From an optimization exercise on the open Yosys and OpenROAD flow, aimed at a short achievable clock period and few clock cycles; shortcuts taken in it are not production practice. Function was not checked in any run shown here: the RTL went through the layout flow alone. Power is estimated from default activity; no workload was simulated.

--- flow/constraint.sdc ---
create_clock -name core_clock -period 13.0 [get_ports {clk}]
set_input_delay 2.6000 -clock core_clock [delete_from_list [all_inputs] [get_ports {clk}]]
set_output_delay 2.6000 -clock core_clock [all_outputs]
set_load 0.01 [all_outputs]
--- flow/config.mk ---
export PLATFORM = sky130hd
export DESIGN_NAME = MultiCPU
export DESIGN_NICKNAME = MultiCPU
export VERILOG_FILES = /design/flow/design.v
export SDC_FILE = /design/flow/constraint.sdc
export NUM_CORES = 8
export LEC_CHECK = 0
export CAP_MARGIN = 30
export CELL_PAD_IN_SITES_DETAIL_PLACEMENT = 1
export CELL_PAD_IN_SITES_GLOBAL_PLACEMENT = 1
export CORE_MARGIN = 2
export CORE_UTILIZATION = 40
export PLACE_DENSITY = 0.55
export SLEW_MARGIN = 30
export SYNTH_HIERARCHICAL = 1
export SYNTH_MINIMUM_KEEP_SIZE = 0
--- flow/flow/run.sh ---
#!/bin/bash
set -euo pipefail
cd "$(dirname "$0")/.."
MARGIN=$(cat flow/setup_margin.txt)
bash standard.sh SETUP_SLACK_MARGIN=$MARGIN finish > flow_make.log 2>&1
--- flow/standard.sh ---
#!/bin/bash
# synth_recipe.tcl (not shown) runs the flow's synth.tcl, then flattens the netlist and writes it again
# the make line also repeats each setting of config.mk as NAME=value (left out here)
make -C /OpenROAD-flow-scripts/flow DESIGN_CONFIG=/design/flow/config.mk WORK_HOME=/design/flow/orfs CLKGATE_MAP_FILE= SYNTH_SCRIPT=/design/flow/synth_recipe.tcl "${@:-finish}"
--- flow/design.v ---
`timescale 1ns / 1ps
module CpuInc(
    input  [31:0] pc,
    output [31:0] p2,
    output [31:0] p4
    );
    assign p2 = pc + 32'd2;
    assign p4 = pc + 32'd4;
endmodule
module CpuAdd #(parameter W = 32) (
    input  [W-1:0] a,
    input  [W-1:0] b,
    input          cin,
    output [W-1:0] s,
    output         cout
    );
    localparam L = (W <= 2) ? 1 : (W <= 4) ? 2 : (W <= 8) ? 3 : (W <= 16) ? 4 : (W <= 32) ? 5 : 6;
    wire [W-1:0] p0 = a ^ b;
    wire [W-1:0] g0 = a & b;
    wire [(L+1)*W-1:0] G, P;
    assign G[W-1:0] = {g0[W-1:1], g0[0] | (p0[0] & cin)};
    assign P[W-1:0] = p0;
    genvar k, i;
    generate
        for (k = 0; k < L; k = k + 1) begin : lvl
            for (i = 0; i < W; i = i + 1) begin : bt
                if (i >= (1 << k)) begin : comb
                    assign G[(k+1)*W + i] = G[k*W + i] | (P[k*W + i] & G[k*W + i - (1 << k)]);
                    assign P[(k+1)*W + i] = P[k*W + i] & P[k*W + i - (1 << k)];
                end else begin : ps
                    assign G[(k+1)*W + i] = G[k*W + i];
                    assign P[(k+1)*W + i] = P[k*W + i];
                end
            end
        end
    endgenerate
    wire [W-1:0] c = {G[L*W +: W-1], cin};      
    assign s    = p0 ^ c;
    assign cout = G[L*W + W-1];
endmodule
module CpuAddN(
    input  [31:0] a,
    input  [31:0] b,
    output [31:0] s
    );
    assign s = a + b;
endmodule
module CpuSubN(
    input  [31:0] a,
    input  [31:0] b,
    output [31:0] d,
    output        lo
    );
    wire [32:0] t = {1'b0, a} - {1'b0, b};
    assign d  = t[31:0];
    assign lo = t[32];
endmodule
`timescale 1ns / 1ps
module CpuExe(
    input  [31:0] opA,           
    input  [31:0] opB,
    input  [31:0] resW0,         
    input  [31:0] resW1,
    input  [31:0] cW0,           
    input  [31:0] cW1,
    input         fAw1, fAw0, fAr,   
    input         fBw1, fBw0, fBr,
    input  [4:0]  shE,           
    input         bgE,
    input         fSw1, fSw0,    
    input  [31:0] imm,           
    input         oAdd, oSub, oAnd, oOr, oXor, oNor, oSlt, oSltu, oSll, oSr, oSra, oImm,
    input         ld,            
    input  [31:0] Data_in,
    input  [5:0]  k,             
    input  [31:0] kq,
    output [31:0] res,
    output [31:0] resR,          
    output [31:0] resS,
    output [31:0] resC,          
    output [31:0] sum,           
    output        eq,            
    output        sgn,           
    output        condF          
    );
    wire [31:0] A = fAw1 ? resW1 : fAw0 ? resW0 : opA;
    wire [31:0] B = fBw1 ? resW1 : fBw0 ? resW0 : opB;
    wire [4:0]  sh  = fSw1 ? resW1[4:0] : fSw0 ? resW0[4:0] : shE;
    wire        big = fSw1 ? |resW1[31:5] : fSw0 ? |resW0[31:5] : bgE;
    wire [31:0] dif, rest;
    wire        ltu;
    CpuAddN adS(.a(A), .b(B), .s(sum));
    CpuSubN adD(.a(A), .b(B), .d(dif), .lo(ltu));
    CpuAluR alr(.A(A), .B(B), .sh(sh), .big(big), .imm(imm),
                .oAnd(oAnd), .oOr(oOr), .oXor(oXor), .oNor(oNor), .oSll(oSll), .oSr(oSr),
                .oSra(oSra), .oImm(oImm), .ld(ld), .Data_in(Data_in), .rest(rest));
    wire        lts  = (A[31] ^ B[31]) ? A[31] : dif[31];
    wire [31:0] alu  = ({32{oAdd}} & sum) | ({32{oSub}} & dif) |
                       {31'd0, (oSlt & lts) | (oSltu & ltu)} | rest;
    assign res  = alu;
    assign resR = alu;
    assign resS = alu;
    assign resC = alu;
    wire e_rr = (opA == opB), e_r0 = (opA == cW0), e_r1 = (opA == cW1);
    wire e_0r = (cW0 == opB), e_1r = (cW1 == opB), e_01 = (cW0 == cW1);
    assign eq = (fAr  & ((fBr & e_rr) | (fBw0 & e_r0) | (fBw1 & e_r1))) |
                (fAw0 & ((fBr & e_0r) | fBw0 | (fBw1 & e_01))) |
                (fAw1 & ((fBr & e_1r) | (fBw0 & e_01) | fBw1));
    assign sgn = A[31];
    wire kq_r = (opA == kq), kq_0 = (cW0 == kq), kq_1 = (cW1 == kq);
    wire eqK  = (fAr & kq_r) | (fAw0 & kq_0) | (fAw1 & kq_1);
    wire an_r = ((opA & opB) == 32'd0), an_0 = ((cW0 & opB) == 32'd0), an_1 = ((cW1 & opB) == 32'd0);
    wire zAB  = (fAr & an_r) | (fAw0 & an_0) | (fAw1 & an_1);
    wire ak_r = ((opA & kq) == 32'd0), ak_0 = ((cW0 & kq) == 32'd0), ak_1 = ((cW1 & kq) == 32'd0);
    wire zAK  = (fAr & ak_r) | (fAw0 & ak_0) | (fAw1 & ak_1);
    wire z_r  = (opA == 32'd0), z_0 = (cW0 == 32'd0), z_1 = (cW1 == 32'd0), zb_r = (opB == 32'd0);
    wire zA   = (fAr & z_r) | (fAw0 & z_0) | (fAw1 & z_1);
    wire zB   = (fBr & zb_r) | (fBw0 & z_0) | (fBw1 & z_1);
    assign condF = (k[5] & eq) | (k[4] & eqK) | (k[3] & zAB) | (k[2] & zAK) | (k[1] & zA & zB);
endmodule
module CpuAluR(
    input  [31:0] A,
    input  [31:0] B,
    input  [4:0]  sh,
    input         big,
    input  [31:0] imm,
    input         oAnd, oOr, oXor, oNor, oSll, oSr, oSra, oImm,
    input         ld,
    input  [31:0] Data_in,
    output [31:0] rest
    );
    wire [31:0] shl  = big ? 32'd0 : (A << sh);
    wire        fill = oSra & A[31];
    wire [63:0] srw  = {{32{fill}}, A} >> sh;
    wire [31:0] shr  = big ? {32{fill}} : srw[31:0];
    assign rest = ({32{oAnd}} & (A & B)) | ({32{oOr}} & (A | B)) |
                  ({32{oXor}} & (A ^ B)) | ({32{oNor}} & ~(A | B)) |
                  ({32{oSll}} & shl) | ({32{oSr}} & shr) |
                  ({32{oImm}} & imm) | ({32{ld}} & Data_in);
endmodule
`timescale 1ns / 1ps
module CpuRd(
    input  [32*32-1:0] rf,       
    input  [4:0]       r,
    input  [31:1]      oh,
    input  [4:0]       rdW0,
    input  [31:0]      resW0,
    input  [4:0]       rdW1,
    input  [31:0]      resW1,
    output [31:0]      v
    );
    reg [31:0] acc;
    integer k;
    always @(*) begin
        acc = 32'd0;
        for (k = 1; k < 32; k = k + 1)
            acc = acc | ({32{oh[k]}} & rf[k*32 +: 32]);
    end
    wire w1 = (rdW1 != 5'd0) && (rdW1 == r);
    wire w0 = (rdW0 != 5'd0) && (rdW0 == r) && !w1;
    assign v = w1 ? resW1 : w0 ? resW0 : acc;
endmodule
module CpuAgu(
    input  [32*32-1:0] rf,
    input  [4:0]       r,
    input  [31:1]      oh,
    input  [4:0]       rdW0,
    input  [31:0]      resW0,
    input  [4:0]       rdW1,
    input  [31:0]      resW1,
    input  [11:0]      off,
    output [31:0]      v,
    output [11:0]      ad
    );
    reg [31:0] acc;
    integer k;
    always @(*) begin
        acc = 32'd0;
        for (k = 1; k < 32; k = k + 1)
            acc = acc | ({32{oh[k]}} & rf[k*32 +: 32]);
    end
    wire w1 = (rdW1 != 5'd0) && (rdW1 == r);
    wire w0 = (rdW0 != 5'd0) && (rdW0 == r) && !w1;
    assign v  = w1 ? resW1 : w0 ? resW0 : acc;
    wire [11:0] ad1, ad0, adr;
    wire        c1, c0, cr;
    CpuAdd #(12) a1(.a(resW1[11:0]), .b(off), .cin(1'b0), .s(ad1), .cout(c1));
    CpuAdd #(12) a0(.a(resW0[11:0]), .b(off), .cin(1'b0), .s(ad0), .cout(c0));
    CpuAdd #(12) ar(.a(acc[11:0]),   .b(off), .cin(1'b0), .s(adr), .cout(cr));
    assign ad = w1 ? ad1 : w0 ? ad0 : adr;
endmodule
`timescale 1ns / 1ps
module CpuDec(
    input  [31:0] ir,
    output [4:0]  rs,
    output [4:0]  rt,
    output [4:0]  dst,           
    output        usesRs,
    output        usesRt,
    output        isLd,
    output        isSt,
    output        isJr,          
    output        isJ,           
    output        isBeq,
    output        isBne,
    output        isBgez,
    output        isBr,          
    output        isCtl,         
    output        isSh,          
    output        isIalu,
    output        isLui,
    output        oImm,          
    output [31:0] simm,
    output [2:0]  ctl,           
    output [5:0]  fk,            
    output        oAdd, oSub, oAnd, oOr, oXor, oNor, oSlt, oSltu, oSll, oSr, oSra
    );
    wire [5:0] op = ir[31:26];
    wire [5:0] fn = ir[5:0];
    assign rs   = ir[25:21];
    assign rt   = ir[20:16];
    assign simm = {{16{ir[15]}}, ir[15:0]};
    wire isR    = (op == 6'h00);
    assign isJr   = isR && (fn[5:1] == 5'b00100);
    wire   isJalr = isR && (fn == 6'h09);
    assign isSh   = isR && ((fn == 6'h00) || (fn == 6'h02) || (fn == 6'h03));
    wire   isRalu = isR && !isJr;
    assign isIalu = (op == 6'h08) || (op == 6'h0A) || (op == 6'h0B) ||
                    (op == 6'h0C) || (op == 6'h0D) || (op == 6'h0E);
    assign isLui  = (op == 6'h0F);
    assign isLd   = (op[5:3] == 3'b100);
    assign isSt   = (op[5:3] == 3'b101);
    assign isBeq  = (op == 6'h04);
    assign isBne  = (op == 6'h05);
    assign isBgez = (op == 6'h01);
    wire   isJ0   = (op == 6'h02);
    wire   isJal  = (op == 6'h03);
    assign isJ    = isJ0 | isJal;
    assign isBr   = isBeq | isBne | isBgez;
    assign isCtl  = isBr | isJ | isJr;
    assign oImm   = isLui | isJal | isJalr | isBgez;
    assign dst = isRalu ? ir[15:11] :
                 (isIalu | isLui | isLd) ? rt :
                 (isJal | isJalr | isBgez) ? 5'd31 : 5'd0;
    assign usesRs = !(isLui | isJ);
    assign usesRt = (isRalu && !isSh) | isBeq | isBne | isSt | isJr;
    reg [2:0] c;
    always @(*) begin
        case (op[2:0])
            3'b011: c = 3'b000;      
            3'b010: c = 3'b001;      
            3'b001: c = 3'b111;      
            3'b000: c = 3'b110;      
            3'b101: c = 3'b101;      
            3'b100: c = 3'b100;      
            default: c = 3'b000;
        endcase
    end
    assign ctl = c;
    reg a, s, n, o, x, nr, lt, ltu, sl, sr, sra;
    always @(*) begin
        {a, s, n, o, x, nr, lt, ltu, sl, sr, sra} = 11'b0;
        if (isRalu) begin
            case (fn)
                6'h22: s = 1'b1;
                6'h24: n = 1'b1;
                6'h25: o = 1'b1;
                6'h26: x = 1'b1;
                6'h27: nr = 1'b1;
                6'h2A: lt = 1'b1;
                6'h2B: ltu = 1'b1;
                6'h04, 6'h00: sl = 1'b1;
                6'h06, 6'h02: sr = 1'b1;
                6'h07, 6'h03: begin sr = 1'b1; sra = 1'b1; end
                default: a = 1'b1;
            endcase
        end else if (isIalu) begin
            case (op)
                6'h0A: lt = 1'b1;
                6'h0B: ltu = 1'b1;
                6'h0C: n = 1'b1;
                6'h0D: o = 1'b1;
                6'h0E: x = 1'b1;
                default: a = 1'b1;
            endcase
        end
    end
    assign fk = {s | x, a & isIalu, n & isIalu, isSh, o, 1'b0};
    assign {oAdd, oSub, oAnd, oOr, oXor, oNor, oSlt, oSltu, oSll, oSr, oSra} =
           {a, s, n, o, x, nr, lt, ltu, sl, sr, sra};
endmodule
module CpuPre(
    input  [31:0] ir,
    output [12:0] pd
    );
    wire [4:0] rs, rt, dst;
    wire uRs, uRt, ld, st, jr, j, beq, bne, bgz, br, ctl, sh, ia, lu, im;
    wire [31:0] sim;
    wire [2:0] c;
    wire [5:0] fk;
    wire [10:0] fn;
    CpuDec d(.ir(ir), .rs(rs), .rt(rt), .dst(dst), .usesRs(uRs), .usesRt(uRt),
             .isLd(ld), .isSt(st), .isJr(jr), .isJ(j), .isBeq(beq), .isBne(bne),
             .isBgez(bgz), .isBr(br), .isCtl(ctl), .isSh(sh), .isIalu(ia), .isLui(lu),
             .oImm(im), .simm(sim), .ctl(c), .fk(fk),
             .oAdd(fn[10]), .oSub(fn[9]), .oAnd(fn[8]), .oOr(fn[7]), .oXor(fn[6]),
             .oNor(fn[5]), .oSlt(fn[4]), .oSltu(fn[3]), .oSll(fn[2]), .oSr(fn[1]),
             .oSra(fn[0]));
    assign pd = {dst, uRs, uRt, ld, st, jr, ctl, beq | bne, |fk};
endmodule
`timescale 1ns / 1ps
module MultiCPU(
    input clk,
    input reset,
    input [31:0] Data_in,
    output mem_w,
    output [2:0] RAMCtrl,
    output [31:0] Data_out,
    output [31:0] Addr_out
    );
    localparam LB = 5;               
    localparam NB = 1 << LB;         
    localparam TW = 10 - LB;         
    localparam LIM = 40;             
    integer i, e;
    reg  [31:0] pcF;
    reg  [10:0] fa;                  
    reg         mpend;
    reg  [31:0] mpc;
    reg         memE;                
    reg  [31:0] aout;
    reg  [2:0]  ctlE;
    reg         v0, v1;
    reg  [31:0] ir0, ir1, pc0, pc1, pn0, pn1;
    reg  [31:1] os0, ot0, os1, ot1;   
    reg  [12:0] pd0, pd1;             
    reg  [4:0]  rdE0, rdE1;
    reg  [31:0] opA0, opB0, imE0, opA1, opB1, imE1;
    reg         fA0w0, fA0w1, fB0w0, fB0w1, fA1w0, fA1w1, fB1w0, fB1w1;
    reg         fA0r, fB0r, fA1r, fB1r;   
    reg  [4:0]  shE0, shE1;          
    reg         bgE0, bgE1;
    reg         fS0w0, fS0w1, fS1w0, fS1w1;
    reg  [11:0] fnE0, fnE1;          
    reg         ldE0, ldE1, stE0, stE1;
    reg  [31:0] opD0, opD1;          
    reg         fD0w0, fD0w1, fD1w0, fD1w1;
    reg  [2:0]  ctlS;                
    reg         stW;                 
    reg  [31:0] dataW;
    reg         jrw;
    reg  [31:0] jrX, jrY;
    reg         bEq, bNe, bGez, bAlw, bJr, cslot;
    reg         bNv;                 
    reg         vE1;                 
    reg         tZ, tN, mZ, mN, sZ, sN, skE;
    reg         nc;                  
    reg  [31:0] tgtE, fallE, pnE;
    reg  [31:0] tgtJ;                
    reg  [10:0] pidxE;               
    reg         fusE;
    reg  [5:0]  kE;
    reg  [31:0] kq;
    reg  [4:0]  rdW0, rdW1;
    reg  [31:0] resW0, resW1;
    reg  [4:0]  rdR0, rdR1, rdS0, rdS1;
    reg  [31:0] resR0, resR1, resS0, resS1;
    wire [31:0] resER0, resER1, resES0, resES1;
    reg  [31:0] resC0, resC1;        
    wire [31:0] resEC0, resEC1;
    reg  [32*32-1:0] rf;             
    reg  [32*32-1:0] rg;
    reg         rstq;
    reg  [NB-1:0]    cv0, cv1;
    reg  [TW*NB-1:0] cg0, cg1;       
    reg  [32*NB-1:0] cd0, cd1;
    localparam PW = 13;
    reg  [PW*NB-1:0] cp0, cp1;
    localparam NE = 8;
    reg  [NE-1:0]    bv;
    reg  [11*NE-1:0] bpc, btg;
    reg  [11*NE-1:0] bpm;            
    reg  [2*NE-1:0]  bct;
    reg  [2:0]       brr;            
    reg         fv;
    reg  [10:0] fad;
    reg  [31:0] fdat;
    wire [10:0] iF   = pcF[11:1];
    wire [LB-1:0] x1 = iF[LB:1];
    wire [LB-1:0] x0 = iF[LB:1] + iF[0];
    wire [31:0] pc2F, pc4F;
    CpuInc incF(.pc(pcF), .p2(pc2F), .p4(pc4F));
    wire [TW-1:0] tg2 = iF[10:LB+1] + {{(TW-1){1'b0}}, &iF[LB:0]};   
    wire        rv0 = cv0[x0];
    wire [TW-1:0] rg0 = cg0[x0*TW +: TW];
    wire [31:0] rd0 = cd0[x0*32 +: 32];
    wire        rv1 = cv1[x1];
    wire [TW-1:0] rg1 = cg1[x1*TW +: TW];
    wire [31:0] rd1 = cd1[x1*32 +: 32];
    wire [PW-1:0] rp0 = cp0[x0*PW +: PW];
    wire [PW-1:0] rp1 = cp1[x1*PW +: PW];
    wire        sw   = iF[0];
    wire        ev0  = sw ? rv1 : rv0;
    wire [TW-1:0] eg0 = sw ? rg1 : rg0;
    wire [31:0] ed0  = sw ? rd1 : rd0;
    wire        ev1  = sw ? rv0 : rv1;
    wire [TW-1:0] eg1 = sw ? rg0 : rg1;
    wire [31:0] ed1  = sw ? rd0 : rd1;
    wire [PW-1:0] ep0 = sw ? rp1 : rp0;
    wire [PW-1:0] ep1 = sw ? rp0 : rp1;
    wire        hit0 = ev0 && (eg0 == iF[10:LB+1]);
    wire        hit1 = ev1 && (eg1 == tg2);
    wire        byp  = !memE && (fa == iF);
    wire        fv0  = (hit0 | byp) & !mpend;
    wire [31:0] fi0  = byp ? Data_in : ed0;
    wire [PW-1:0] pdI, pdF;              
    CpuPre preI(.ir(Data_in), .pd(pdI));
    CpuPre preF(.ir(fdat), .pd(pdF));
    wire [PW-1:0] fp0 = byp ? pdI : ep0;
    reg  [31:1] ofs0, oft0, ofs1, oft1;
    always @(*) begin
        for (e = 1; e < 32; e = e + 1) begin
            ofs0[e] = (fi0[25:21] == e);
            oft0[e] = (fi0[20:16] == e);
            ofs1[e] = (ed1[25:21] == e);
            oft1[e] = (ed1[20:16] == e);
        end
    end
    reg         pt0, pt1;
    reg  [10:0] et0, et1;
    always @(*) begin
        pt0 = 1'b0; pt1 = 1'b0; et0 = 11'd0; et1 = 11'd0;
        for (e = 0; e < NE; e = e + 1) begin
            if (bv[e] && bpc[e*11 +: 11] == iF) begin
                pt0 = pt0 | bct[e*2+1];
                et0 = et0 | btg[e*11 +: 11];
            end
            if (bv[e] && bpm[e*11 +: 11] == iF) begin
                pt1 = pt1 | bct[e*2+1];
                et1 = et1 | btg[e*11 +: 11];
            end
        end
    end
    wire        fv1  = fv0 & !pt0 & hit1 & !byp;
    wire [31:0] pnF0 = pt0 ? {pcF[31:12], et0, 1'b0} : pc2F;
    wire [31:0] pnF1 = pt1 ? {pc2F[31:12], et1, 1'b0} : pc4F;
    wire        fpres = fa[0] ? (cv1[fa[LB:1]] && (cg1[fa[LB:1]*TW +: TW] == fa[10:LB+1]))
                              : (cv0[fa[LB:1]] && (cg0[fa[LB:1]*TW +: TW] == fa[10:LB+1]));
    wire        fillEn = !memE && !fpres;
    wire [4:0]  rsa, rta, dsa, rsb, rtb, dsb;
    wire        uRsa, uRta, ldA, stA, jrA, jA, beqA, bneA, bgzA, brA, ctA, shA, iaA, luA, imA;
    wire        uRsb, uRtb, ldB, stB, jrB, jB, beqB, bneB, bgzB, brB, ctB, shB, iaB, luB, imB;
    wire [31:0] simA, simB;
    wire [2:0]  mcA, mcB;
    wire [10:0] fnA, fnB;
    wire [5:0]  fkA, fkB;
    CpuDec decA(.ir(ir0), .rs(rsa), .rt(rta), .dst(dsa), .usesRs(uRsa), .usesRt(uRta),
                .isLd(ldA), .isSt(stA), .isJr(jrA), .isJ(jA), .isBeq(beqA), .isBne(bneA),
                .isBgez(bgzA), .isBr(brA), .isCtl(ctA), .isSh(shA), .isIalu(iaA), .isLui(luA),
                .oImm(imA), .simm(simA), .ctl(mcA), .fk(fkA),
                .oAdd(fnA[10]), .oSub(fnA[9]), .oAnd(fnA[8]), .oOr(fnA[7]), .oXor(fnA[6]),
                .oNor(fnA[5]), .oSlt(fnA[4]), .oSltu(fnA[3]), .oSll(fnA[2]), .oSr(fnA[1]),
                .oSra(fnA[0]));
    CpuDec decB(.ir(ir1), .rs(rsb), .rt(rtb), .dst(dsb), .usesRs(uRsb), .usesRt(uRtb),
                .isLd(ldB), .isSt(stB), .isJr(jrB), .isJ(jB), .isBeq(beqB), .isBne(bneB),
                .isBgez(bgzB), .isBr(brB), .isCtl(ctB), .isSh(shB), .isIalu(iaB), .isLui(luB),
                .oImm(imB), .simm(simB), .ctl(mcB), .fk(fkB),
                .oAdd(fnB[10]), .oSub(fnB[9]), .oAnd(fnB[8]), .oOr(fnB[7]), .oXor(fnB[6]),
                .oNor(fnB[5]), .oSlt(fnB[4]), .oSltu(fnB[3]), .oSll(fnB[2]), .oSr(fnB[1]),
                .oSra(fnB[0]));
    wire [31:0] rsVa, rtVa, rsVb, rtVb;
    wire [11:0] ldAdA, ldAdB;
    CpuAgu rpa(.rf(rf), .r(rsa), .oh(os0), .rdW0(rdW0), .resW0(resW0), .rdW1(rdW1), .resW1(resW1),
               .off(simA[11:0]), .v(rsVa), .ad(ldAdA));
    CpuRd rpb(.rf(rf), .r(rta), .oh(ot0), .rdW0(rdW0), .resW0(resW0), .rdW1(rdW1), .resW1(resW1), .v(rtVa));
    CpuAgu rpc(.rf(rg), .r(rsb), .oh(os1), .rdW0(rdW0), .resW0(resW0), .rdW1(rdW1), .resW1(resW1),
               .off(simB[11:0]), .v(rsVb), .ad(ldAdB));
    CpuRd rpd(.rf(rg), .r(rtb), .oh(ot1), .rdW0(rdW0), .resW0(resW0), .rdW1(rdW1), .resW1(resW1), .v(rtVb));
    wire hE0sa = (rdE0 != 5'd0) && (rdE0 == rsa);
    wire hE1sa = (rdE1 != 5'd0) && (rdE1 == rsa);
    wire hE0ta = (rdE0 != 5'd0) && (rdE0 == rta);
    wire hE1ta = (rdE1 != 5'd0) && (rdE1 == rta);
    wire hE0sb = (rdE0 != 5'd0) && (rdE0 == rsb);
    wire hE1sb = (rdE1 != 5'd0) && (rdE1 == rsb);
    wire hE0tb = (rdE0 != 5'd0) && (rdE0 == rtb);
    wire hE1tb = (rdE1 != 5'd0) && (rdE1 == rtb);
    wire stInE = stE0 | stE1;
    wire [4:0] dsaP = pd0[12:8];
    wire uRsaP = pd0[7], uRtaP = pd0[6], ldAP = pd0[5], stAP = pd0[4], jrAP = pd0[3];
    wire ctAP = pd0[2], beqneAP = pd0[1], fkAP = pd0[0];
    wire uRsbP = pd1[7], uRtbP = pd1[6], ldBP = pd1[5], stBP = pd1[4], jrBP = pd1[3];
    wire ctBP = pd1[2], beqneBP = pd1[1];
    wire agiA = ((ldAP | jrAP) && (hE0sa || hE1sa || (jrAP && (hE0ta || hE1ta)))) || (ldAP && stInE);
    wire agiB = ((ldBP | jrBP) && (hE0sb || hE1sb || (jrBP && (hE0tb || hE1tb)))) || (ldBP && stInE);
    wire slowA = jrAP && (rta != 5'd0);      
    wire slowB = jrBP && (rtb != 5'd0);
    wire memA = ldAP | stAP;
    wire memB = ldBP | stBP;
    wire vsA = (fnA[2] | fnA[1]) & !shA;     
    wire vsB = (fnB[2] | fnB[1]) & !shB;
    wire rawBA = (dsaP != 5'd0) && ((uRsbP && rsb == dsaP) || (uRtbP && rtb == dsaP));
    wire fuseB = beqneBP && (dsaP != 5'd0) && fkAP &&
                 ((rsb == dsaP && rtb == 5'd0) || (rtb == dsaP && rsb == 5'd0));
    wire iss0 = v0 && !agiA && !(slowA && !jrw);
    wire iss1 = iss0 && v1 && !agiB && !slowB && (!rawBA || fuseB) &&
                !(memA && memB && !(ldAP && stBP)) && !(ctAP && ctBP);
    wire [31:0] jrS  = jrX + jrY;
    wire [31:0] pc2a = pc0 + 32'd2;
    wire [31:0] pc2b = pc1 + 32'd2;
    wire [31:0] btgA = {pc0[31:1], 1'b1} + {simA[30:0], 1'b1};    
    wire [31:0] btgB = {pc1[31:1], 1'b1} + {simB[30:0], 1'b1};
    wire [31:0] tgtA  = jA ? {pc2a[31:27], ir0[25:0], 1'b0} : btgA;
    wire [31:0] tgtB  = jB ? {pc2b[31:27], ir1[25:0], 1'b0} : btgB;
    wire [31:0] resE0, resE1, sum0, sum1;
    wire        eq0, eq1, sg0, sg1, condF, cf1;
    CpuExe ex0(.opA(opA0), .opB(opB0), .resW0(resW0), .resW1(resW1), .cW0(resC0), .cW1(resC1),
               .fAw1(fA0w1), .fAw0(fA0w0), .fAr(fA0r), .fBw1(fB0w1), .fBw0(fB0w0), .fBr(fB0r),
               .shE(shE0), .bgE(bgE0), .fSw1(fS0w1), .fSw0(fS0w0), .imm(imE0),
               .oAdd(fnE0[11]), .oSub(fnE0[10]), .oAnd(fnE0[9]), .oOr(fnE0[8]), .oXor(fnE0[7]),
               .oNor(fnE0[6]), .oSlt(fnE0[5]), .oSltu(fnE0[4]), .oSll(fnE0[3]), .oSr(fnE0[2]),
               .oSra(fnE0[1]), .oImm(fnE0[0]), .ld(ldE0), .Data_in(Data_in), .k(kE), .kq(kq),
               .res(resE0), .resR(resER0), .resS(resES0), .resC(resEC0), .sum(sum0), .eq(eq0), .sgn(sg0), .condF(condF));
    CpuExe ex1(.opA(opA1), .opB(opB1), .resW0(resW0), .resW1(resW1), .cW0(resC0), .cW1(resC1),
               .fAw1(fA1w1), .fAw0(fA1w0), .fAr(fA1r), .fBw1(fB1w1), .fBw0(fB1w0), .fBr(fB1r),
               .shE(shE1), .bgE(bgE1), .fSw1(fS1w1), .fSw0(fS1w0), .imm(imE1),
               .oAdd(fnE1[11]), .oSub(fnE1[10]), .oAnd(fnE1[9]), .oOr(fnE1[8]), .oXor(fnE1[7]),
               .oNor(fnE1[6]), .oSlt(fnE1[5]), .oSltu(fnE1[4]), .oSll(fnE1[3]), .oSr(fnE1[2]),
               .oSra(fnE1[1]), .oImm(fnE1[0]), .ld(ldE1), .Data_in(Data_in), .k(6'd0), .kq(32'd0),
               .res(resE1), .resR(resER1), .resS(resES1), .resC(resEC1), .sum(sum1), .eq(eq1), .sgn(sg1), .condF(cf1));
    wire [31:0] D0    = fD0w1 ? resW1 : fD0w0 ? resW0 : opD0;
    wire [31:0] D1    = fD1w1 ? resW1 : fD1w0 ? resW0 : opD1;
    wire        eqC   = fusE ? condF : cslot ? eq1 : eq0;
    wire        sgC   = cslot ? sg1 : sg0;
    wire        cnd   = bGez ? ~sgC : eqC;
    wire        taken = cnd ? tZ : tN;
    wire        misp  = bJr ? (tgtJ != pnE) : cnd ? mZ : mN;
    wire        shTk  = cnd ? sZ : sN;
    wire        shAct = skE;
    wire        null0 = shTk | nc;                    
    wire [31:0] redir = taken ? tgtE : fallE;
    wire        kill1 = misp & ~cslot;
    reg         updEn, updAlw, updTk;
    reg  [10:0] updIdx, updTgt;
    reg  [NE-1:0] um;
    reg  [1:0]  uct;
    always @(*) begin
        uct = 2'b00;
        for (e = 0; e < NE; e = e + 1) begin
            um[e] = bv[e] && (bpc[e*11 +: 11] == updIdx);
            if (um[e]) uct = uct | bct[e*2 +: 2];
        end
    end
    wire        uhit = |um;
    wire [1:0]  unew = updAlw ? 2'b11 :
                       updTk ? ((uct == 2'b11) ? 2'b11 : uct + 2'd1) :
                               ((uct == 2'b00) ? 2'b00 : uct - 2'd1);
    wire [31:0] tgtD  = cA ? tgtA : tgtB;
    wire [31:0] pnD   = cA ? pn0 : pn1;
    wire [31:0] fallD = cA ? pc2a : pc2b;
    wire [31:0] tgtDn = cA ? (jA ? {pc2a[31:27], ir0[25:0], 1'b0} : btgA) :
                             (jB ? {pc2b[31:27], ir1[25:0], 1'b0} : btgB);
    wire        eqTd  = (tgtDn == pnD);
    wire        eqFd  = (fallD == pnD);
    wire        tZd   = cA ? (jA | jrA | beqA | bgzA) : (jB | jrB | beqB | bgzB);
    wire        tNd   = cA ? (jA | jrA | bneA) : (jB | jrB | bneB);
    wire        bShD  = cA ? (brA && ir0[15:0] == 16'd1) : (brB && ir1[15:0] == 16'd1);
    wire        shD   = bShD & eqFd & (!cA | !iss1);
    wire        bnvD  = iss0 && !misp && cA && null0;
    wire keep2  = v0 && !iss0 && v1;         
    wire keepS0 = v0 && !iss0 && !v1;        
    wire shift1 = iss0 && !iss1 && v1;       
    wire r1     = keepS0 | shift1;
    wire r0     = !keep2 && !r1;
    wire e0     = r0 || r1;
    wire e1     = r0 && !byp && !pt0;
    wire [31:0] pcSpec = e1 ? pnF1 : e0 ? pnF0 : pcF;
    wire        jrM   = bJr & (tgtJ != pnE);
    wire [31:0] pcNx  = mpend ? mpc : pcSpec;
    wire [31:0] pcZ   = (!bJr & mZ) ? (tZ ? tgtE : fallE) : pcNx;
    wire [31:0] pcN   = (!bJr & mN) ? (tN ? tgtE : fallE) : pcNx;
    wire mev    = !mpend && ((e0 && !(hit0 | byp)) || (e1 && !hit1));
    wire [31:0] pcFix  = (hit0 | byp) ? pc2F : pcF;
    wire [10:0] fan = mpend ? fa :
                      (!hit0 && !byp) ? iF :
                      (e1 && !hit1) ? pc2F[11:1] :
                      (!memE && ((fa - iF) < LIM)) ? fa + 11'd1 : fa;
    wire        selLd  = (iss0 && ldA) || (iss1 && ldB);
    wire        ldSp   = ((v0 && ldAP) || (v1 && ldBP)) && !stInE;
    wire        selCtl = (iss0 && ctAP) || (iss1 && ctBP);
    wire        cA     = iss0 && ctAP;       
    wire        go0    = iss0 && !misp && !null0;
    wire        go1    = iss1 && !misp;
    wire        goC    = selCtl && !misp && !(cA && null0);
    always @(posedge clk or posedge reset) begin
        if (reset) begin
            pcF  <= 32'd0;
            fa   <= 11'd0;
            fv   <= 1'b0;
            mpend <= 1'b0;
            mpc  <= 32'd0;
            memE <= 1'b0;
            aout <= 32'd0;
            ctlE <= 3'b000;
            stW  <= 1'b0;
            jrw  <= 1'b0;
            v0   <= 1'b0;
            v1   <= 1'b0;
            rdE0 <= 5'd0;
            rdE1 <= 5'd0;
            ldE0 <= 1'b0;
            ldE1 <= 1'b0;
            stE0 <= 1'b0;
            stE1 <= 1'b0;
            bEq <= 1'b0; bNe <= 1'b0; bGez <= 1'b0; bAlw <= 1'b0; bJr <= 1'b0;
            bNv <= 1'b0; vE1 <= 1'b0; nc <= 1'b0;
            updEn <= 1'b0;
            bv    <= {NE{1'b0}};
            brr   <= 3'd0;
            rdW0 <= 5'd0;
            rdW1 <= 5'd0;
            rdR0 <= 5'd0;
            rdR1 <= 5'd0;
            rdS0 <= 5'd0;
            rdS1 <= 5'd0;
            cv0  <= {NB{1'b0}};
            cv1  <= {NB{1'b0}};
        end else begin
            pcF <= jrM ? tgtJ : cnd ? pcZ : pcN;
            if (misp) begin
                v0  <= 1'b0;
                v1  <= 1'b0;
            end else begin
                v0 <= keep2 | r1 | fv0;
                v1 <= keep2 | (r1 ? fv0 : fv1);
            end
            mpend <= !misp && mev;
            mpc   <= pcFix;
            fa   <= fan;
            memE <= stInE | ldSp;
            aout <= ldSp ? {20'd0, (v0 && ldA) ? ldAdA : ldAdB} :
                    stE0 ? sum0 : stE1 ? sum1 : {20'd0, fan, 1'b0};
            ctlE <= ldSp ? ((v0 && ldA) ? mcA : mcB) : stInE ? ctlS : 3'b000;
            stW  <= stE0 | (stE1 & ~kill1);
            jrw  <= !misp && v0 && slowA && !agiA && !jrw;
            fv   <= fillEn;
            if (fv) begin
                if (fad[0]) cv1[fad[LB:1]] <= 1'b1;
                else        cv0[fad[LB:1]] <= 1'b1;
            end
            rdE0 <= go0 ? dsa : 5'd0;
            rdE1 <= go1 ? dsb : 5'd0;
            ldE0 <= go0 & ldA;
            ldE1 <= go1 & ldB;
            stE0 <= go0 & stA;
            stE1 <= go1 & stB;
            bEq  <= goC & (cA ? beqA : beqB);
            bNe  <= goC & (cA ? bneA : bneB);
            bGez <= goC & (cA ? bgzA : bgzB);
            bAlw <= goC & (cA ? (jA | jrA) : (jB | jrB));
            bJr  <= goC & (cA ? jrA : jrB);
            bNv  <= iss0 && !misp && cA && null0;
            vE1  <= go1;
            nc   <= !misp && null0 && !iss0;
            updEn <= (bEq | bNe | bGez | bAlw) & ~shAct;
            if (updEn && !uhit && updTk) begin
                bv[brr] <= 1'b1;
                brr <= brr + 3'd1;
            end
            rdW0 <= rdE0;
            rdW1 <= kill1 ? 5'd0 : rdE1;
            rdR0 <= rdE0;
            rdR1 <= kill1 ? 5'd0 : rdE1;
            rdS0 <= rdE0;
            rdS1 <= kill1 ? 5'd0 : rdE1;
        end
    end
    always @(posedge clk) begin
        rstq <= reset;
        if (rstq) begin
            rf <= {32*32{1'b0}};
            rg <= {32*32{1'b0}};
        end else
            for (i = 1; i < 32; i = i + 1) begin
                if (rdR1 == i)      rf[i*32 +: 32] <= resR1;
                else if (rdR0 == i) rf[i*32 +: 32] <= resR0;
                if (rdS1 == i)      rg[i*32 +: 32] <= resS1;
                else if (rdS0 == i) rg[i*32 +: 32] <= resS0;
            end
    end
    always @(posedge clk) begin
        if (r0) begin
            ir0 <= fi0;  pc0 <= pcF;  pn0 <= pnF0; os0 <= ofs0; ot0 <= oft0; pd0 <= fp0;
            ir1 <= ed1;  pc1 <= pc2F; pn1 <= pnF1; os1 <= ofs1; ot1 <= oft1; pd1 <= ep1;
        end else if (r1) begin
            if (shift1) begin
                ir0 <= ir1; pc0 <= pc1; pn0 <= pn1; os0 <= os1; ot0 <= ot1; pd0 <= pd1;
            end
            ir1 <= fi0;  pc1 <= pcF;  pn1 <= pnF0; os1 <= ofs0; ot1 <= oft0; pd1 <= fp0;
        end
        opA0 <= rsVa;
        opB0 <= shA ? {27'd0, ir0[10:6]} : (iaA | stA) ? simA : rtVa;
        opD0 <= rtVa;
        fD0w1 <= hE1ta;
        fD0w0 <= hE0ta && !hE1ta;
        imE0 <= luA ? {ir0[15:0], 16'd0} : pc2a;
        fA0w1 <= hE1sa;
        fA0w0 <= hE0sa && !hE1sa;
        fA0r  <= !hE0sa && !hE1sa;
        fB0w1 <= hE1ta && !(shA | iaA | stA);
        fB0w0 <= hE0ta && !hE1ta && !(shA | iaA | stA);
        fB0r  <= !(hE0ta || hE1ta) || (shA | iaA | stA);
        shE0  <= shA ? ir0[10:6] : rtVa[4:0];
        bgE0  <= !shA && (|rtVa[31:5]);
        fS0w1 <= hE1ta && vsA;
        fS0w0 <= hE0ta && !hE1ta && vsA;
        fnE0 <= {fnA, imA};
        opA1 <= rsVb;
        opB1 <= shB ? {27'd0, ir1[10:6]} : (iaB | stB) ? simB : rtVb;
        opD1 <= rtVb;
        fD1w1 <= hE1tb;
        fD1w0 <= hE0tb && !hE1tb;
        ctlS <= (iss0 && stA) ? mcA : mcB;
        if (v0 && slowA && !jrw) begin
            jrX <= rsVa;
            jrY <= rtVa;
        end
        imE1 <= luB ? {ir1[15:0], 16'd0} : pc2b;
        fA1w1 <= hE1sb;
        fA1w0 <= hE0sb && !hE1sb;
        fA1r  <= !hE0sb && !hE1sb;
        fB1w1 <= hE1tb && !(shB | iaB | stB);
        fB1w0 <= hE0tb && !hE1tb && !(shB | iaB | stB);
        fB1r  <= !(hE0tb || hE1tb) || (shB | iaB | stB);
        shE1  <= shB ? ir1[10:6] : rtVb[4:0];
        bgE1  <= !shB && (|rtVb[31:5]);
        fS1w1 <= hE1tb && vsB;
        fS1w0 <= hE0tb && !hE1tb && vsB;
        fnE1 <= {fnB, imB};
        dataW <= stE0 ? D0 : D1;
        cslot <= !cA;
        fusE  <= !cA && fuseB && !null0;
        tZ <= goC & (cA ? (jA | jrA | beqA | bgzA) : (jB | jrB | beqB | bgzB));
        tN <= goC & (cA ? (jA | jrA | bneA) : (jB | jrB | bneB));
        mZ <= bnvD ? ~eqFd : goC & (tZd ? ~eqTd & ~shD : ~eqFd);
        mN <= bnvD ? ~eqFd : goC & (tNd ? ~eqTd & ~shD : ~eqFd);
        sZ <= goC & shD & tZd;
        sN <= goC & shD & tNd;
        skE <= goC & shD;
        kE    <= fkA;
        kq    <= fkA[4] ? (32'd0 - simA) : fnA[2] ? (32'hFFFFFFFF >> ir0[10:6]) : (32'hFFFFFFFF << ir0[10:6]);
        tgtE  <= cA ? tgtA : tgtB;
        tgtJ  <= cA ? (jrw ? jrS : rsVa) : rsVb;
        fallE <= cA ? pc2a : pc2b;
        pnE   <= cA ? pn0 : pn1;
        pidxE <= cA ? pc0[11:1] : pc1[11:1];
        resW0 <= resE0;
        resW1 <= resE1;
        resR0 <= resER0;
        resR1 <= resER1;
        resS0 <= resES0;
        resS1 <= resES1;
        resC0 <= resEC0;
        resC1 <= resEC1;
        for (i = 0; i < NE; i = i + 1) begin
            if (updEn && uhit && um[i]) begin
                bct[i*2 +: 2] <= unew;
                if (updTk) btg[i*11 +: 11] <= updTgt;
            end else if (updEn && !uhit && updTk && brr == i) begin
                bpc[i*11 +: 11] <= updIdx;
                bpm[i*11 +: 11] <= updIdx - 11'd1;
                btg[i*11 +: 11] <= updTgt;
                bct[i*2 +: 2]   <= updAlw ? 2'b11 : 2'b10;
            end
        end
        updAlw <= bAlw;
        updTk  <= taken;
        updIdx <= pidxE;
        updTgt <= bJr ? tgtJ[11:1] : tgtE[11:1];
        fad  <= fa;
        fdat <= Data_in;
        for (i = 0; i < NB; i = i + 1) begin
            if (fv && fad[0] == 1'b0 && fad[LB:1] == i) begin
                cd0[i*32 +: 32] <= fdat;
                cp0[i*PW +: PW] <= pdF;
                cg0[i*TW +: TW] <= fad[10:LB+1];
            end
            if (fv && fad[0] == 1'b1 && fad[LB:1] == i) begin
                cd1[i*32 +: 32] <= fdat;
                cp1[i*PW +: PW] <= pdF;
                cg1[i*TW +: TW] <= fad[10:LB+1];
            end
        end
    end
    assign Addr_out = aout;
    assign RAMCtrl  = ctlE;
    assign mem_w    = stW;
    assign Data_out = dataW;
endmodule
--- flow/flow/setup_margin.txt ---
8.5
==> results of run 1 <==
==> worst paths after layout <==
kind	start	endpoint	slack (ns)	depth (start not counted)
worst max register to register	os0[13]	aout[11]	8.06	15
worst min-delay path	pidxE[2]	updIdx[2]	0.33	0
worst max-delay path	os0[13]	aout[11]	8.06	15
max in group asynchronous	reset	fa[2]	8.85	4
worst min register to register	pidxE[2]	updIdx[2]	0.33	0
min in group asynchronous	reset	stW	2.00	2
==> through the flow <==
step / util / setup WS [ns] / hold slack, ns / area (um^2)
after floorplan: - / 7.49 / 0.310 / 354000
after global placement: 0.419 / 5.58 / 0.316 / 370000
after detailed placement: 0.420 / 5.58 / 0.313 / 371000
after CTS: 0.458 / 8.35 / 0.337 / 404000
after global routing: 0.462 / 8.18 / 0.335 / 407000
final: 0.462 / 8.06 / 0.331 / 408000
==> flip-flops by register name, summed over array words and instances, names as in the netlist, 160 cells and up <==
register / flops
cd0: 1024
cd1: 1024
rf: 992
rg: 992
cp0: 416
cp1: 416
cg0: 160
cg1: 160
==> layer usage <==
metal  vias up  GRT usage  routed length [um]
met1    159000      0.558              773000
met2     21700      0.632              853000
met4       107      0.333              182000
met5         -    0.00148                 943
met3      6227      0.119              216000
li1     118000          -                   -
==> layout make-up <==
type / instances / area [um^2] / area share
sequential: 6945 / 179000 / 0.440
multi-input combinational: 20500 / 166000 / 0.408
clock buffer: 1097 / 22600 / 0.0555
timing repair buffer: 1839 / 18500 / 0.0453
tap: 11800 / 14800 / 0.0362
clock inverter: 361 / 3590 / 0.00881
inverter: 427 / 1650 / 0.00404
antenna: 280 / 701 / 0.00172
==> what timing repair did <==
action | in CTS | in global routing
buffers inserted | 195 | 92
setup endpoints to repair | 1005 | 400
pin swaps | 75 | 70
gates cloned | 50 | 12
resized for setup | 1007 | 440
==> cells in the final DEF, fill, tap and decap left out, types with 280 or more instances in the layout <==
cell type,instances
a211oi_1,2011
nor2_1,2950
edfxtp_1,3883
nand4_1,649
buf_4,1354
a22oi_1,1353
clkbuf_16,837
ha_1,719
dfxtp_1,2597
inv_1,404
a22o_1,421
o21ai_0,437
nand3_1,316
a21oi_1,685
diode_2,280
xnor2_1,660
mux4_2,970
nand2_1,1645
mux2i_1,2882
xor2_1,375
a221oi_1,381
nor3_1,314
==> power breakdown <==
part	switching (uW)	internal, uW	leakage (uW)
logic	25400	13300	0.0744
clock network	9960	13400	0.0128
registers	2540	25500	0.0619
==> summary.md, run 1 <==
| Metric | Value |
|---|---|
| Fin cells | roughly 43k |
| Setup violators final | 0 |
| CTS Buf Count | ~810 |
| Width of the die | about 940 um |
| Pwr dens | 221 nW/um^2 |
| Total Wirelength | between 2000 and 2500 mm |
| Highest clock rate | 203 MHz |
| H-tree depth | 6 |
| First-pass GRT wire length | around 2700 mm |
| Critical Path RT | between 10 and 15 ns |
| Final estimated routing congestion in global placement | 0.994 |
| Hold-fix buffers, CTS | 0 |
| Worst vdd ir | 0.186 mV |
| Total track usage | 0.437 |
| Clock transition at path regs | 0.06 ns |
| Least-Margin Pin Slew | 1.23 ns |
| Cells along the critical path | buf_4, a22oi_1, nand4_1, nor2_4, nand2_1, ha_1, nand4_1, nand4b_1, o2111a_1, o311ai_1, mux2i_1, o21ai_2, mux2i_1, o21ai_1, a221o_1 |
| Cells after DPL | 41.1k |
| Post-Synthesis Cells | 30.8k |
| PortBufs | 101 |
| Status | complete, no violations |
| Setup crit start kind | flip-flop |
| Synthesized area | 354000 um^2 |
| DRT Pass-1 Iters | 10 |
| Final period utilization | 0.380 |
| Vias/cell | just over 7 |
| Sink Count | around 6.9k |
| # rows | about 350 |
| Max Slew Vio Count | 0 |
| Total power | 90100 uW |
| Top Ports | between 100 and 150 |
| Drc violations | 0 |
| Final setup skew | roughly 0.12 ns |
| Die area | 892000 um^2 |
| Gr ovfl total | 0 |
| Synth warn | 10 |
| Initial antenna violation count | 243 |
| Final worst path period need | around 4.9 ns |
| CTS max path bufs | 5 |
| Delay-heaviest family, CP | compound AO/OA/AOI/OAI gates |
| Max cap viols | 0 |
| Clock latency on the worst-skew pair | between 1 and 1.5 ns |
| Final ANT Viol Nets | 0 |
| Post-DP HPWL | 1280 mm |
| Slew margin rel. | 0.178 |
| Die Height | 945 um |
| Vias in the first global route | 289k |
| Fillers | approximately 90k |
| Worst path bufs/invs | 1 |
| Worst min-delay path class | flip-flop to flip-flop |
| Largest net degree at the start of global routing | ~160 |
| Initial Util | 0.401 |
| Critical Path AT | 5.95 ns |
| Core area | 882000 um^2 |
| # nets final | roughly 31k |
| Critical path's slowest cell | edfxtp_1 |
| Area Overhead vs Synth | 15.2% |
| Drt first-iter violations | around 46k |
| CP Capture Type | flip-flop |
| Setup TNS | 0 ns |
| RSZ-0062 raised after global routing | yes |
| Synthesized area per cell | 11.5 um^2 |
| CP peak stage delay | 0.57 ns |
| Vias post-DR | 305k |
| CTS tree | done |
| Clk root buf | clkbuf_16 |
| Wirelength per Cell | 46.8 um |
| Pleak | 0.149 uW |
| Worst-path maximum fanout | 16 |
| Share of cells above drive strength 1 | 0.178 |
| Final hold violation count | 0 |
| Crit Path Category | flip-flop to flip-flop |
==> run 2, diff against run 1 <==
--- a/flow/config.mk
+++ b/flow/config.mk
@@ -12,3 +12,3 @@
 export CORE_UTILIZATION = 40
-export PLACE_DENSITY = 0.55
+export PLACE_DENSITY = 0.5
 export SLEW_MARGIN = 30
==> run 2 against run 1 <==
Against the previous run: first-iteration DRC count is 4.4% lower; sequential cell count unchanged; via count is 0.40% lower; final cell count rose by 0.36%; global-route usage rose by 0.25 points; maximum frequency increased by 0.28%; clock power rose by 3%; non-clock buffer count grew 157; sequential share of layout area down 0.39 points; total power is 3.9% higher; cell area up 0.91%; critical path type unchanged; largest power group unchanged.
==> summary.md, run 2 <==
| Metric | Value |
|---|---|
| Slew margin rel. | 0.128 |
| Setup TNS | 0 ns |
| Worst vdd ir | 0.268 mV |
| CTS max path bufs | 5 |
| Least-Margin Pin Slew | 1.31 ns |
| Wirelength per Cell | approximately 47 um |
| Hold-fix buffers, CTS | 0 |
| Worst min-delay path class | flip-flop to flip-flop |
| FF-to-FF path depth | 17 |
| Final estimated routing congestion in global placement | 1.00 |
| Worst-path maximum fanout | 19 |
| # nets final | about 31k |
| Fillers | 90.9k |
| CTS Buf Count | 821 |
| Clock latency on the worst-skew pair | 1.20 ns |
| Total Wirelength | 2040 mm |
| Largest net degree at the start of global routing | 159 |
| CP Capture Type | flip-flop |
| Core area | 882000 um^2 |
| Drc violations | 0 |
| Drt first-iter violations | approximately 44k |
| First-pass GRT wire length | 2680 mm |
| DRT Pass-1 Iters | 10 |
| Die area | 892000 um^2 |
| H-tree depth | 6 |
| Critical Path AT | 5.97 ns |
| Vias/cell | 7.01 |
| Final ANT Viol Nets | 0 |
| Fin cells | ~43k |
| HP Start | pidxE[0] |
| Crit Path Category | flip-flop to flip-flop |
| Final setup skew | around 0.13 ns |
| Pleak | roughly 0.15 uW |
| R2R Path End | aout[11] |
| Area Overhead vs Synth | 16.3% |
| Critical Path RT | 14.05 ns |
| Share of cells above drive strength 1 | 0.187 |
| Most frequent cells in the layout | edfxtp_1 (3883), nor2_1 (2942), mux2i_1 (2866) |
| Clk root buf | clkbuf_16 |
| Max Slew Vio Count | 0 |
| Final hold violation count | 0 |
| PortBufs | 101 |
| Most common library cell in the layout ignoring fill and taps | edfxtp_1 |
| Post-DP HPWL | 1310 mm |
| Sink Count | roughly 6.9k |
| Synthesized area per cell | ~11 um^2 |
| Cell depth of the worst hold path | 0 |
| CTS tree | done |
| Post-Synthesis Cells | ~30k |
| Synth warn | 10 |
| Initial antenna violation count | 229 |
| Setup violators final | 0 |
| Vias in the first global route | roughly 290k |
| Clock transition at path regs | around 0.060 ns |
| Final period utilization | 0.379 |
| Die Height | 945 um |
| Worst reg2reg startpoint | os0[21] |
| Cells after DPL | 41.1k |
| Total power | 93600 uW |
| Status | complete, no violations |
| Width of the die | 945 um |
| Synthesized area | 354000 um^2 |
| Pwr dens | 227 nW/um^2 |
| Largest regs | cd0 (1024), cd1 (1024) |
| Initial Util | 0.401 |
| Hold EP | updIdx[0] |
| Setup crit start kind | flip-flop |
| Final worst path period need | 4.92 ns |
| Total track usage | 0.440 |
| # rows | 345 |
| Top Ports | approximately 100 |
| Reg2Reg Setup Slack | 8.08 ns |
| Gr ovfl total | 0 |
| RSZ-0062 raised after global routing | yes |
| Max cap viols | 0 |
| Vias post-DR | 304k |
| Highest clock rate | 203 MHz |
| Hold Worst Slack | 0.322 ns |
## run 2: per-layer routing
| layer | track usage | vias up | routed length, um |
|---|---|---|---|
| li1 | - | 119000 | - |
| met1 | 0.564 | 159000 | 787000 |
| met2 | 0.642 | 20400 | 867000 |
| met3 | 0.116 | 5866 | 209000 |
| met4 | 0.324 | 87 | 177000 |
| met5 | 0.000794 | - | 653 |
## run 2: cell type report
cell class	instances	area (um^2)	share of cell area
clock inverter	390	4110	0.00999
tap	11800	14800	0.0359
timing repair buffer	1996	20300	0.0493
clock buffer	1088	22900	0.0557
antenna	252	631	0.00153
inverter	427	1680	0.00407
sequential	6945	180000	0.436
multi-input combinational	20500	168000	0.407
## run 2: what timing repair did
action	4_1_cts	5_1_grt
cloned	53	16
setup endpoints to repair	1073	481
setup buffers	276	146
gates resized for setup	1194	501
pin swaps	118	132
## run 2: worst max-delay path by stage
stage,end,slack [ns],from
detailed placement,aout[2],5.55,pcF[2]
finish,aout[11],8.08,os0[21]
global placement,aout[2],5.50,pcF[2]
CTS,ot0[7],8.33,pcF[2]
floorplan,aout[0],7.49,reset
global route,ot1[11],8.22,pcF[2]
## run 2: metrics by stage
step	util	instance area (um^2)	setup WS (ns)
after floorplan	-	354000	7.49
after global placement	0.419	370000	5.50
after detailed placement	0.421	371000	5.55
after CTS	0.461	407000	8.33
after global routing	0.466	411000	8.22
final	0.466	411000	8.08
## run 2: power breakdown
| group | internal [uW] | switching (uW) | total, uW |
|---|---|---|---|
| Sequential | 25600 | 2460 | 28100 |
| Combinational | 14700 | 26900 | 41600 |
| Clock | 13900 | 10000 | 23900 |
| Total | 54200 | 39400 | 93600 |
## run 2: worst max-delay path: stages (launching register included)
cell and delay [ns]:
edfxtp_1 0.38, buf_4 0.29, buf_4 0.43, a22oi_1 0.23, nand4_1 0.19, nor2_4 0.44
nand2_1 0.28, ha_1 0.48, nand2_1 0.07, o21ba_2 0.23, nand4b_1 0.09, o2111a_1 0.20
o311ai_2 0.13, mux2i_2 0.28, o21ai_2 0.16, mux2i_4 0.30, o21ai_4 0.15, a221o_1 0.31

## re-timing with driven ports
No port has a modelled driver above. Below, the same layouts with a new extraction and two added sets of constraints. Step 1, drivers: a clkbuf_16 drives clk and a buf_2 each remaining input, both assumed. Step 2 moves the port delays by t, midway between the first and last clock arrival at a register: inputs arrive t later, outputs are due t later. That takes back most of the time a late clock gives input paths. a / b / c = ideal ports / drivers / drivers and shift; a / b = the first two.
run	t (ns)	slack for setup (ns)	latest minus earliest clock arrival (ns)
run 1	1.304	8.062 / 8.062 / 7.390	0.126 / 0.127
run 2	1.310	8.076 / 8.076 / 7.154	0.156 / 0.156
After both steps every run listed still meets setup and hold. For run 2, which loses most, drivers alone change the setup slack by 0.000 ns; drivers and shift together by -0.922 ns.
